Source: an optimization exercise on an open RTL-to-GDS flow (aim: small area). Production flows keep margins and buffers that such runs may drop.
Only simulation tests tie the RTL to the original design; equivalence was not proved.

==> inputs of cedar <==
==> flow/design.v (excerpt) <==
module fir_12bit(
  input clk,
  input rst,
  input wire signed [11:0] signal_in,
  output wire signed [11:0] signal_out
);
  reg [11:0] r0;
  reg [11:0] r1;
  reg [11:0] r2;
  reg [11:0] r3;
  reg [11:0] r4;
  reg [11:0] r5;
  reg [11:0] r6;
  reg [11:0] r7;
  reg [11:0] r8;
  reg [11:0] r9;
  reg [11:0] r10;
  reg [11:0] r11;
  reg [11:0] r12;
  reg [11:0] r13;
  reg [11:0] r14;
  reg [11:0] r15;
  reg [11:0] r16;
  reg [11:0] r17;
  reg [11:0] r18;
  reg [11:0] r19;
  reg [11:0] r20;
  reg [11:0] r21;
  reg [11:0] r22;
  reg [11:0] r23;
  reg [11:0] r24;
  reg [11:0] r25;
  reg [11:0] r26;
  reg [11:0] r27;
  reg [11:0] r28;
  reg [11:0] r29;
  reg [11:0] r30;
  reg [11:0] r31;
  reg [11:0] r32;
  reg [11:0] r33;
  reg [11:0] r34;
  reg [11:0] r35;
  reg [11:0] r36;
  reg [11:0] r37;
  reg [11:0] r38;
  reg [11:0] r39;
  reg [11:0] r40;
  reg [11:0] r41;
  reg [11:0] r42;
  reg [11:0] r43;
  reg [11:0] r44;
  reg [11:0] r45;
  reg [11:0] r46;
  reg [11:0] r47;
  reg [11:0] r48;
  reg [11:0] r49;
  reg [11:0] r50;
  reg [11:0] r51;
  reg [11:0] r52;
  reg [11:0] r53;
  reg [11:0] r54;
  reg [11:0] r55;
  reg [11:0] r56;
  reg [11:0] r57;
  reg [11:0] r58;
  reg [11:0] r59;
  reg [11:0] r60;
  reg [11:0] r61;
  reg [11:0] r62;
  reg [11:0] r63;
  reg [11:0] r64;
  reg [11:0] r65;
  reg q0;
  reg q1;
  reg q2;
  reg q3;
  reg q4;
  reg q5;
  reg q6;
  reg q7;
  reg q8;
  reg q9;
  reg q10;
  reg q11;
  reg q12;
  reg q13;
  reg q14;
  reg q15;
  reg q16;
  reg q17;
  reg q18;
  reg q19;
  reg q20;
  reg q21;
  reg q22;
  reg q23;
  reg q24;
  reg q25;
  reg q26;
  reg q27;
  reg q28;
  reg q29;
  reg q30;
  reg q31;
  reg q32;
  reg q33;
  reg q34;
  reg q35;
  reg q36;
  reg q37;
  reg q38;
  wire [26:0] sum;
  wire s1;
  assign s1 = r2[0] ^ r65[0];
  wire c2;
  assign c2 = r2[0] & r65[0];
  wire s3;
  wire c4;
  fir_fa u4 (.a(r2[1]), .b(r65[1]), .c(c2), .s(s3), .co(c4));
  wire s5;
  wire c6;
  fir_fa u6 (.a(r2[2]), .b(r65[2]), .c(c4), .s(s5), .co(c6));
  wire s7;
  wire c8;
  fir_fa u8 (.a(r2[3]), .b(r65[3]), .c(c6), .s(s7), .co(c8));
  wire s9;
  wire c10;
  fir_fa u10 (.a(r2[4]), .b(r65[4]), .c(c8), .s(s9), .co(c10));
  wire s11;
  wire c12;
  fir_fa u12 (.a(r2[5]), .b(r65[5]), .c(c10), .s(s11), .co(c12));
  wire s13;
  wire c14;
  ...
==> flow/config.mk <==
export PLATFORM = sky130hd
export DESIGN_NAME = fir_12bit
export DESIGN_NICKNAME = fir_12bit
export VERILOG_FILES = /design/flow/design.v
export SDC_FILE = /design/flow/constraint.sdc
export NUM_CORES = 4
export LEC_CHECK = 0
export CAP_MARGIN = 20
export CORE_MARGIN = 2
export CORE_UTILIZATION = 40
export CTS_BUF_LIST = sky130_fd_sc_hd__clkbuf_16
export CTS_CLUSTER_DIAMETER = 120
export CTS_CLUSTER_SIZE = 25
export GPL_TIMING_DRIVEN = 0
export SETUP_SLACK_MARGIN = 0.05
export SLEW_MARGIN = 20
export SYNTH_HIERARCHICAL = 1
==> flow/constraint.sdc <==
create_clock -name core_clock -period 12.0 [get_ports {clk}]
set_input_delay 2.4000 -clock core_clock [delete_from_list [all_inputs] [get_ports {clk}]]
set_output_delay 2.4000 -clock core_clock [all_outputs]
set_load 0.01 [all_outputs]
run.sh (not shown) runs the stock make flow with config.mk's settings and CLKGATE_MAP_FILE= SYNTH_SCRIPT=/design/flow/synth_recipe.tcl, a recipe that flattens the netlist after the stock synthesis.
==> inputs of willow, as changes to cedar <==
CTS_BUF_LIST = sky130_fd_sc_hd__clkbuf_8   (was sky130_fd_sc_hd__clkbuf_16)
CTS_CLUSTER_DIAMETER = 90   (was 120)
CTS_CLUSTER_SIZE = 16   (was 25)
PLACE_DENSITY = 0.7   (was default)
==> comparison table <==
                                                                        cedar        willow
Area growth, synth to finish                                              7.45%         7.05%
Final-layout non-clock buffer area share                                 0.0102       0.00943
Slack of the worst reg-to-reg path                                      0.22 ns       0.30 ns
Achievable frequency                                                   84.9 MHz      85.5 MHz
Finished Core Util                                                        0.432         0.430
Met1 Wirelength                                                        68400 um      58600 um
Number of global-route vias before repair                                 28300         27700
Hold slack                                                             0.353 ns      0.351 ns
Beginning of the worst register-to-register path                         r28[0]        r27[0]
Number of antenna violations at the first check in global routing             5             6
Global-route track usage on met2                                          0.369         0.359
Result of the run                                      timing/DRC/antenna clean  timing/DRC/antenna clean
Number of fillers in the final layout                                     11200         11200
Dpl hpwl                                                              137000 um     132000 um
Detail Route met2 WL                                                   70900 um      68900 um
Final setup margin                                                     0.224 ns      0.300 ns
Post-placement cell count                                                  4448          4446
Multi-input gate share of total cell area                                 0.536         0.538
Area of placed instances                                             54500 um^2    54400 um^2
Number of cells in the finished layout apart from fillers                  4499          4522
Clock network area share                                                 0.0210        0.0180

## port drivers added, routing unchanged
The flow's constraints put no driver on any port. The routed layouts listed below were extracted and timed again, unchanged, in two steps.
Step 1: set_driving_cell puts a clkbuf_16 on clk and a buf_2 on each other input, an assumption about the parent block.
Step 2 adds t to the input delays and takes it off the output delays; t is the mean of the earliest and latest rising clock arrival at the registers after step 1. Input paths then give back, and output paths get back, about the clock's delay inside the block.
Three values: ideal, step 1, step 2; two values: the first two.
run	shift t [ns]	setup WS [ns]	worst setup path at the end	pins driven straight from the clock port
cedar	0.724	0.224 / 0.224 / 0.224	register to register	1
willow	0.873	0.300 / 0.300 / 0.300	register to register	1
After both steps setup and hold are still met in every run listed.
